Context: an optimization exercise on an open-source flow, tuned for small area, a short achievable clock period and few clock cycles. The choices shown serve that exercise and are no tape-out recipe.
In this exercise RTL edits were held to simulation tests only and were not proved equivalent to the original.
Power figures rest on the tool's default switching activity, not on a simulated workload.

## std_fp_smult_pipe
module std_fp_smult_pipe #(
    parameter WIDTH = 32,
    parameter INT_WIDTH = 16,
    parameter FRAC_WIDTH = 16
) (
    input  [WIDTH-1:0]              left,
    input  [WIDTH-1:0]              right,
    input  logic                    reset,
    input  logic                    go,
    input  logic                    clk,
    output logic [WIDTH-1:0]        out,
    output logic                    done
);
clock: 7.5 ns
lec_check: 0
cap_margin: 20
core_margin: 2
core_utilization: 40
setup_slack_margin: 2.5
slew_margin: 20
synth_hierarchical: 1
standard.sh (not shown) runs the stock make flow with config.mk's settings and CLKGATE_MAP_FILE= SYNTH_SCRIPT=/design/flow/synth_recipe.tcl, a recipe that flattens the netlist after the stock synthesis.
==> flow/flow/run.sh <==
#!/bin/bash
# Layout flow: the standard ORFS flow (standard.sh, unchanged synthesis),
# with extra ORFS variables from flow/extra.env (port buffer cell choice and
# timing-repair options). Each tool's full output is in orfs/logs/...; the
# make output is in standard.log.
set -euo pipefail
here=$(pwd)
set -a
source "$here/flow/extra.env"
set +a
bash "$here/standard.sh" > "$here/standard.log" 2>&1
==> flow/flow/extra.env <==
BUFFER_PORTS_ARGS="-buffer_cell sky130_fd_sc_hd__buf_2"
Testbench counts at the start, summed over its fixed seeds: cycles 4,008.
==> next run, changes <==
==> flow/flow/extra.env (replaced) <==
BUFFER_PORTS_ARGS="-buffer_cell sky130_fd_sc_hd__buf_4"
- SETUP_SLACK_MARGIN: 2.5 -> 2.75
Power came out higher by 8.5%.
Synthesized cell count is unchanged.
Wire length came out higher by 5.8%.
Synthesized area stays the same.
Final area goes up by 5.7%.
Worst hold slack is worse by 0.0053 ns.
First-iteration DRC count increases by 27%.
Setup slack improves by 0.068 ns.
Maximum frequency rose by 1.4%.
Via count increases by 4.3%.
==> next run, changes <==
==> flow/flow/run.sh (replaced) <==
#!/bin/bash
# Layout flow: the standard ORFS flow (standard.sh, unchanged synthesis),
# run stage by stage with extra ORFS variables from flow/extra.env: the port
# buffer cell and the setup-repair margin of each stage (MARGIN_FP for the
# floorplan sizing, MARGIN_CTS after clock-tree synthesis, MARGIN_GRT after
# global routing). Each tool's full output is in orfs/logs/...; the make output
# of each stage is in standard_<stage>.log.
set -euo pipefail
here=$(pwd)
set -a
source "$here/flow/extra.env"
set +a
SETUP_SLACK_MARGIN=$MARGIN_FP bash "$here/standard.sh" synth > "$here/standard_synth.log" 2>&1
SETUP_SLACK_MARGIN=$MARGIN_FP bash "$here/standard.sh" floorplan > "$here/standard_floorplan.log" 2>&1
SETUP_SLACK_MARGIN=$MARGIN_CTS bash "$here/standard.sh" place > "$here/standard_place.log" 2>&1
SETUP_SLACK_MARGIN=$MARGIN_CTS bash "$here/standard.sh" cts > "$here/standard_cts.log" 2>&1
SETUP_SLACK_MARGIN=$MARGIN_GRT bash "$here/standard.sh" finish > "$here/standard_finish.log" 2>&1
==> flow/flow/extra.env (replaced) <==
BUFFER_PORTS_ARGS="-buffer_cell sky130_fd_sc_hd__buf_2"
MARGIN_FP=3.5
MARGIN_CTS=2.5
MARGIN_GRT=2.5
- SETUP_SLACK_MARGIN: 2.75 -> unset
Design area fell by 3.8%. Total power fell by 5.0%. Global-route usage fell by 0.21 points. Hold slack got worse by 0.0040 ns. First-iteration DRC count fell by 7.5%. Core utilization fell by 1.8 points. Synthesized area is unchanged. Sequential share of layout area rose by 0.25 points. Combinational power fell by 5.8%. Setup slack got worse by 0.028 ns. Fmax fell by 0.57%.
==> next run, changes <==
==> flow/flow/run.sh (replaced) <==
#!/bin/bash
# Layout flow: the standard ORFS flow (standard.sh, unchanged synthesis),
# with extra ORFS variables from flow/extra.env (port buffer cell choice and
# timing-repair options). Each tool's full output is in orfs/logs/...; the
# make output is in standard.log.
set -euo pipefail
here=$(pwd)
set -a
source "$here/flow/extra.env"
set +a
bash "$here/standard.sh" > "$here/standard.log" 2>&1
==> flow/flow/extra.env (replaced) <==
BUFFER_PORTS_ARGS="-buffer_cell sky130_fd_sc_hd__buf_2"
- CORE_UTILIZATION: 40 -> 55
- SETUP_SLACK_MARGIN: unset -> 2.5
=> The new run went through all stages and came out clean. Synthesized cell count is unchanged. First-iteration DRC count fell by a few percent. Flip-flop and latch count does not change. Non-clock buffer count rose by 31. Power fell by a few percent. Clock-buffer cell count fell by 1. Setup slack degrades by 0.046 ns. Global-route usage rose by 11 points. Sequential share of layout area rose by 0.19 points. Core utilization rose by 16 points.

---

std_fp_smult_pipe again, from the RTL that the note above started with.
Settings: LEC_CHECK=0, CAP_MARGIN=20, CORE_MARGIN=2, CORE_UTILIZATION=40, GPL_TIMING_DRIVEN=0, SETUP_SLACK_MARGIN=2.5, SLEW_MARGIN=20, SYNTH_HIERARCHICAL=1; clock period 7.5 ns.
==> flow/flow/run.sh <==
#!/bin/bash
# Layout flow: the standard ORFS flow (standard.sh, unchanged synthesis),
# with extra ORFS variables from flow/extra.env (port buffer cell choice and
# timing-repair options). Each tool's full output is in orfs/logs/...; the
# make output is in standard.log.
set -euo pipefail
here=$(pwd)
set -a
source "$here/flow/extra.env"
set +a
bash "$here/standard.sh" > "$here/standard.log" 2>&1
==> flow/flow/extra.env <==
BUFFER_PORTS_ARGS="-buffer_cell sky130_fd_sc_hd__buf_4"
Testbench counts at the start, summed over its fixed seeds: cycles 4,008.
Then changed:
==> flow/flow/extra.env (replaced) <==
BUFFER_PORTS_ARGS="-buffer_cell sky130_fd_sc_hd__buf_2"
SETUP_MOVE_SEQUENCE="unbuffer,sizeup,swap,vt_swap"
GPL_TIMING_DRIVEN = default   (was 0)
Critical path depth rose by 1.
Total power shrinks by roughly a tenth.
Utilization decreases by 2.1 points.
Routed wire length shrinks by a few percent.
Final area falls by a few percent.
Worst hold slack improves by 0.0049 ns.
Sequential power barely changes.
Global-route usage falls by 0.48 points.
Worst setup slack is worse by 0.20 ns.
Non-clock buffer count shrinks by 54.
Then changed:
==> flow/flow/extra.env (replaced) <==
BUFFER_PORTS_ARGS="-buffer_cell sky130_fd_sc_hd__buf_2"
CAP_MARGIN = 5   (was 20)
SLEW_MARGIN = 5   (was 20)
=> Via count is higher by about 2.6%. Sequential share of layout area is lower by 0.15 points. Design area is higher by 2.2%. Synthesized area stays the same. Worst setup slack improves by 0.17 ns. Maximum frequency is higher by 3.4%. Core utilization is higher by 0.99 points. Die area does not change.
Then changed:
CAP_MARGIN = 20   (was 5)
SETUP_SLACK_MARGIN = 2.75   (was 2.5)
SLEW_MARGIN = 20   (was 5)
First-iteration DRC count goes up by 19%; worst setup slack improved by 0.072 ns; synthesized area does not change; clock-buffer cell count goes down by 1; global-route usage goes up by 1.1 points; combinational power goes up by about 1%; cell area goes up by 2.2%.
Then changed:
==> flow/flow/extra.env (replaced) <==
BUFFER_PORTS_ARGS="-buffer_cell sky130_fd_sc_hd__buf_4"
CTS_BUF_LIST = sky130_fd_sc_hd__clkbuf_8   (was default)
CTS_CLUSTER_SIZE = 30   (was default)
SETUP_SLACK_MARGIN = 2.5   (was 2.75)
What happened: Setup slack loses 0.061 ns. Sequential share of layout area went up by 0.23 points. Combinational power rose by 2.8%. Utilization falls by 1.5 points. Cell area came out lower by 3.1%. Total power came out higher by 0.63%. Die area does not change. Sequential power hardly moves. Worst hold slack degrades by 0.051 ns. Synthesized cell count is unchanged. Maximum frequency is lower by 1.2%.

---

std_fp_smult_pipe again, from the RTL that the note above started with.
clock: 7.5 ns
lec_check: 0
cap_margin: 20
core_margin: 2
core_utilization: 40
setup_slack_margin: 3.0
slew_margin: 20
synth_hierarchical: 1
==> flow/flow/extra.env <==
BUFFER_PORTS_ARGS="-buffer_cell sky130_fd_sc_hd__buf_4"
SETUP_MOVE_SEQUENCE="unbuffer,sizeup,swap,vt_swap"
Scripts as last shown in full above: flow/flow/run.sh
The first run went through all stages and came out clean.
Testbench counts at the start, summed over its fixed seeds: cycles 4,008.
Then changed:
==> flow/flow/extra.env (replaced) <==
BUFFER_PORTS_ARGS="-buffer_cell sky130_fd_sc_hd__buf_2"
--- a/flow/config.mk
+++ b/flow/config.mk
@@ -6,8 +6,9 @@
 export NUM_CORES = 4
 export LEC_CHECK = 0
+export ABC_CLOCK_PERIOD_IN_PS = 2500
 export CAP_MARGIN = 20
 export CORE_MARGIN = 2
 export CORE_UTILIZATION = 40
-export SETUP_SLACK_MARGIN = 3.0
+export SETUP_SLACK_MARGIN = 2.5
 export SLEW_MARGIN = 20
 export SYNTH_HIERARCHICAL = 1
The new run produced a clean layout; cell area went down by about 1.5%; cell count went up by 2.9%; power went down by about 6.6%; maximum frequency went up by about 2.4%; routed wire length went up by about 7%; count of clock-buffer cells in the layout went up by 2; hold slack is better by 0.0070 ns; clock power went down by about 6%.
Then changed:
==> flow/flow/extra.env (replaced) <==
BUFFER_PORTS_ARGS="-buffer_cell sky130_fd_sc_hd__buf_4"
--- a/flow/config.mk
+++ b/flow/config.mk
@@ -6,5 +6,4 @@
 export NUM_CORES = 4
 export LEC_CHECK = 0
-export ABC_CLOCK_PERIOD_IN_PS = 2500
 export CAP_MARGIN = 20
 export CORE_MARGIN = 2
Wire length shrinks by a few percent.
Final area stays flat.
Area after synthesis does not change.
Worst setup slack is better by 0.032 ns.
Clock power grows by a few percent.
Then changed:
--- a/flow/config.mk
+++ b/flow/config.mk
@@ -9,4 +9,5 @@
 export CORE_MARGIN = 2
 export CORE_UTILIZATION = 40
+export PLACE_DENSITY = 0.8
 export SETUP_SLACK_MARGIN = 2.5
 export SLEW_MARGIN = 20
First-iteration DRC count is higher by well over a third.
Sequential share of layout area hardly moves.
Global-route usage is lower by 0.87 points.
Via count is higher by a few percent.
Die area does not change.
Cell count stays flat.
Design area barely changes.
Routed wire length is lower by a few percent.
Critical path depth is higher by 2.

---

== run 1 ==
Another version of the RTL of std_fp_smult_pipe (not shown whole).
Size in the first run: ~81 flip-flops, roughly 100 I/O pins, ~0.021 sq mm of cells after synthesis.
Settings: LEC_CHECK=0, CAP_MARGIN=20, CORE_MARGIN=2, CORE_UTILIZATION=40, SETUP_SLACK_MARGIN=2.5, SLEW_MARGIN=20, SYNTH_HIERARCHICAL=1, TNS_END_PERCENT=0; clock period 7.5 ns.
run.sh (not shown) runs the stock make flow with config.mk's settings and CLKGATE_MAP_FILE= SYNTH_SCRIPT=/design/flow/synth_recipe.tcl, a recipe that flattens the netlist after the stock synthesis.
Stock flow here: none of the scripts above is used.
Looking at the reports, run 1 completed the entire flow and the layout it produced met the timing, DRC and antenna checks.
Testbench counts of run 1, summed over its fixed seeds: cycles 4,008.
For run 2, these inputs were changed with respect to run 1:
diff --git a/flow/config.mk b/flow/config.mk
--- a/flow/config.mk
+++ b/flow/config.mk
@@ -10,2 +10,3 @@
-export CORE_UTILIZATION = 40
-export SETUP_SLACK_MARGIN = 2.5
+export CORE_UTILIZATION = 60
+export PLACE_DENSITY = 0.7
+export SETUP_SLACK_MARGIN = 2.0
@@ -14 +14,0 @@
-export TNS_END_PERCENT = 0
==> summary.txt <==
Final cell count without fillers was lower in run 2 than in run 1.
Lower full die area was reported by run 2, not run 1.
Run 2 vs. run 1: number of setup buffers added after CTS went down 32; worst setup slack went down 0.16 ns; worst hold slack held.
What run 3 does differently from run 2 at the input level:
==> flow/flow/run.sh (new file) <==
#!/bin/bash
# Layout flow: the standard ORFS flow (standard.sh, unchanged synthesis),
# with extra ORFS variables from flow/extra.env (port buffer cell choice and
# timing-repair options). Each tool's full output is in orfs/logs/...; the
# make output is in standard.log.
set -euo pipefail
here=$(pwd)
set -a
source "$here/flow/extra.env"
set +a
bash "$here/standard.sh" > "$here/standard.log" 2>&1
==> flow/flow/extra.env (new file) <==
BUFFER_PORTS_ARGS="-buffer_cell sky130_fd_sc_hd__buf_2"
==> flow/standard.sh (new file) <==
#!/bin/bash
# synth_recipe.tcl (not shown) runs the flow's synth.tcl, then flattens the netlist and writes it again
# the make line also repeats each setting of config.mk as NAME=value (left out here)
make -C /OpenROAD-flow-scripts/flow DESIGN_CONFIG=/design/flow/config.mk WORK_HOME=/design/flow/orfs CLKGATE_MAP_FILE= SYNTH_SCRIPT=/design/flow/synth_recipe.tcl "${@:-finish}"
diff --git a/flow/config.mk b/flow/config.mk
--- a/flow/config.mk
+++ b/flow/config.mk
@@ -10,2 +10 @@
-export CORE_UTILIZATION = 60
-export PLACE_DENSITY = 0.7
+export CORE_UTILIZATION = 40
removed: flow/run.sh
Findings:
Going from run 2 to run 3, die extent in y grew by more than 10%. Compared with run 2, run 3 shows a post-layout worst setup margin that is 0.13 ns higher. Area of the core was higher in the run labelled run 3. Summary of the comparison: delay contributed by the slowest stage of the critical path is lower in run 3, relative to run 2. [run 3 vs run 2] clock share of power: higher in run 3. Looking at critical path capture point, the rc$_DFF_P_ result is from run 3; the r27_1$_DFF_P_ one comes from run 2. Reported net switching power: run 3 lower than run 2. Compared with run 2, run 3 ends up with a smaller final cell area. There was hardly any difference in routed wire length between run 3 and run 2. Number of clock-tree buffers in the layout came out lower on run 3 than on run 2. Diff run 2 -> run 3: fraction of area in registers went up by 0.18 points; critical path depth went up by 6. Run comparison: run 3 launching element of the worst setup path right[9]; run 2 launching element of the worst setup path left[22].

---

Starting RTL as in the previous note.
make LEC_CHECK=0 CAP_MARGIN=20 CORE_MARGIN=2 CORE_UTILIZATION=40 SETUP_SLACK_MARGIN=4.0 SLEW_MARGIN=20 SYNTH_HIERARCHICAL=1 finish   # period 7.5 ns
Stock flow here: none of the scripts above is used.
Testbench counts at the start, summed over its fixed seeds: cycles 4,008.
==> next run, changes <==
==> flow/flow/run.sh (new file) <==
#!/bin/bash
# Layout flow: the standard ORFS flow (standard.sh, unchanged synthesis),
# with extra ORFS variables from flow/extra.env (port buffer cell choice and
# timing-repair options). Each tool's full output is in orfs/logs/...; the
# make output is in standard.log.
set -euo pipefail
here=$(pwd)
set -a
source "$here/flow/extra.env"
set +a
bash "$here/standard.sh" > "$here/standard.log" 2>&1
==> flow/flow/extra.env (new file) <==
BUFFER_PORTS_ARGS="-buffer_cell sky130_fd_sc_hd__buf_2"
==> flow/standard.sh (new file) <==
#!/bin/bash
# synth_recipe.tcl (not shown) runs the flow's synth.tcl, then flattens the netlist and writes it again
# the make line also repeats each setting of config.mk as NAME=value (left out here)
make -C /OpenROAD-flow-scripts/flow DESIGN_CONFIG=/design/flow/config.mk WORK_HOME=/design/flow/orfs CLKGATE_MAP_FILE= SYNTH_SCRIPT=/design/flow/synth_recipe.tcl "${@:-finish}"
Settings changed: SETUP_SLACK_MARGIN 4.0 to 2.5.
removed: flow/run.sh
The new run finished clean. First-iteration DRC count went down by well over a third. Final cell count went down by a little under a tenth. Final area went down by about a fifth. Sequential power went down slightly. Synthesized area is unchanged.
==> next run, changes <==
==> flow/run.sh (new file) <==
#!/bin/bash
# synth_recipe.tcl (not shown) runs the flow's synth.tcl, then flattens the netlist and writes it again
# the make line also repeats each setting of config.mk as NAME=value (left out here)
make -C /OpenROAD-flow-scripts/flow DESIGN_CONFIG=/design/flow/config.mk WORK_HOME=/design/flow/orfs CLKGATE_MAP_FILE= SYNTH_SCRIPT=/design/flow/synth_recipe.tcl finish
Settings changed: SETUP_SLACK_MARGIN 2.5 to not set.
removed: flow/flow/run.sh
removed: flow/flow/extra.env
removed: flow/standard.sh
=> Wire length decreases by 6.0%. Non-clock buffer count fell by 30. Design area decreases by 2.9%. Fmax shrinks by 16%. Via count is lower by 3.7%. First-iteration DRC count shrinks by 4.6%. Hold slack improved by 360 ps. Die area is unchanged. Worst setup slack is worse by 980 ps.
==> next run, changes <==
Settings changed: SETUP_SLACK_MARGIN set to 2.0.
Sequential share of layout area is lower by 0.13 points.
Worst setup slack improved by 620 ps.
Non-clock buffer count is higher by 16.
Total power is higher by 5.0%.
Design area is higher by 1.9%.

---

## old
std_fp_smult_pipe again, from the RTL that the note above started with.
clock: 7.5 ns
lec_check: 0
cap_margin: 20
core_margin: 2
core_utilization: 40
setup_slack_margin: 3.0
slew_margin: 20
synth_hierarchical: 1
Stock flow here: none of the scripts above is used.
Testbench counts of old, summed over its fixed seeds: cycles 4,008.
The inputs of new differ from those of old as listed below.
==> flow/flow/run.sh (new file) <==
#!/bin/bash
# Layout flow: the standard ORFS flow (standard.sh, unchanged synthesis),
# with extra ORFS variables from flow/extra.env (port buffer cell choice and
# timing-repair options). Each tool's full output is in orfs/logs/...; the
# make output is in standard.log.
set -euo pipefail
here=$(pwd)
set -a
source "$here/flow/extra.env"
set +a
bash "$here/standard.sh" > "$here/standard.log" 2>&1
==> flow/flow/extra.env (new file) <==
BUFFER_PORTS_ARGS="-buffer_cell sky130_fd_sc_hd__buf_2"
==> flow/standard.sh (new file) <==
#!/bin/bash
# synth_recipe.tcl (not shown) runs the flow's synth.tcl, then flattens the netlist and writes it again
# the make line also repeats each setting of config.mk as NAME=value (left out here)
make -C /OpenROAD-flow-scripts/flow DESIGN_CONFIG=/design/flow/config.mk WORK_HOME=/design/flow/orfs CLKGATE_MAP_FILE= SYNTH_SCRIPT=/design/flow/synth_recipe.tcl "${@:-finish}"
removed: flow/run.sh
Notes after the runs:
new was carried through to the last stage, and its layout satisfied the timing, DRC and antenna checks.
Summary of the comparison: cell area reported after detailed placement is lower in new, relative to old.
Summary: maximum VDD drop, new better than old
Changes observed in new relative to old: internal power contribution lost 0.00073 W, post-synthesis to final-layout area growth went down 9.1 points, flip-flop and latch count neither gained nor lost much, setup slack went up 0.065 ns.
Compared with old, leakage power in new decreased by a little under 10%.

-- what the ideal ports hide --
The results above use ideal ports. As a check the final layouts listed here were re-extracted and re-timed, cells and wires unchanged.
Step 1 assumes that a clkbuf_16 drives the clock port and a buf_2 every other input.
Step 2 adds t to the input delays and takes it off the output delays; t is the mean of the earliest and latest rising clock arrival at the registers after step 1. Input paths then give back, and output paths get back, about the clock's delay inside the block.
a / b / c = ideal / step 1 / step 2; a / b = the first two.
run | t, ns | setup slack, ns | slew at the worst register clock pin (ns)
the first run of note 1 | 0.438 | 2.505 / 2.507 / 2.069 | 0.08 / 0.08
the second run of note 1 | 0.441 | 2.573 / 2.518 / 2.203 | 0.09 / 0.09
the third run of note 1 | 0.446 | 2.545 / 2.483 / 2.158 | 0.08 / 0.08
the fourth run of note 1 | 0.431 | 2.498 / 2.449 / 2.101 | 0.07 / 0.07
the first run of note 2 | 0.438 | 2.541 / 2.441 / 2.003 | 0.08 / 0.08
the second run of note 2 | 0.438 | 2.337 / 2.368 / 1.931 | 0.08 / 0.08
the third run of note 2 | 0.438 | 2.505 / 2.507 / 2.069 | 0.08 / 0.08
the fourth run of note 2 | 0.441 | 2.576 / 2.522 / 2.138 | 0.08 / 0.08
the fifth run of note 2 | 0.490 | 2.515 / 2.482 / 2.015 | 0.12 / 0.12
the first run of note 3 | 0.443 | 2.383 / 2.336 / 1.893 | 0.09 / 0.09
the second run of note 3 | 0.438 | 2.505 / 2.507 / 2.069 | 0.08 / 0.08
the third run of note 3 | 0.441 | 2.537 / 2.516 / 2.075 | 0.08 / 0.08
the fourth run of note 3 | 0.423 | 2.526 / 2.420 / 1.997 | 0.08 / 0.08
run 1 | 0.442 | 2.158 / 2.192 / 1.750 | 0.07 / 0.07
run 2 | 0.429 | 1.993 / 1.949 / 1.591 | 0.07 / 0.07
run 3 | 0.434 | 2.119 / 2.153 / 1.720 | 0.08 / 0.08
the first run of note 5 | 0.439 | 2.518 / 2.462 / 2.251 | 0.07 / 0.07
the second run of note 5 | 0.424 | 2.446 / 2.393 / 2.124 | 0.08 / 0.08
the third run of note 5 | 0.432 | 1.462 / 1.406 / 1.475 | 0.08 / 0.08
the fourth run of note 5 | 0.439 | 2.081 / 2.033 / 1.658 | 0.07 / 0.07
old | 0.442 | 2.470 / 2.415 / 2.266 | 0.07 / 0.07
new | 0.433 | 2.535 / 2.477 / 2.233 | 0.08 / 0.08
After both steps setup and hold are still met in every run listed. For the first run of note 2, which loses most, drivers alone change the setup slack by -0.100 ns; drivers and shift together by -0.538 ns.
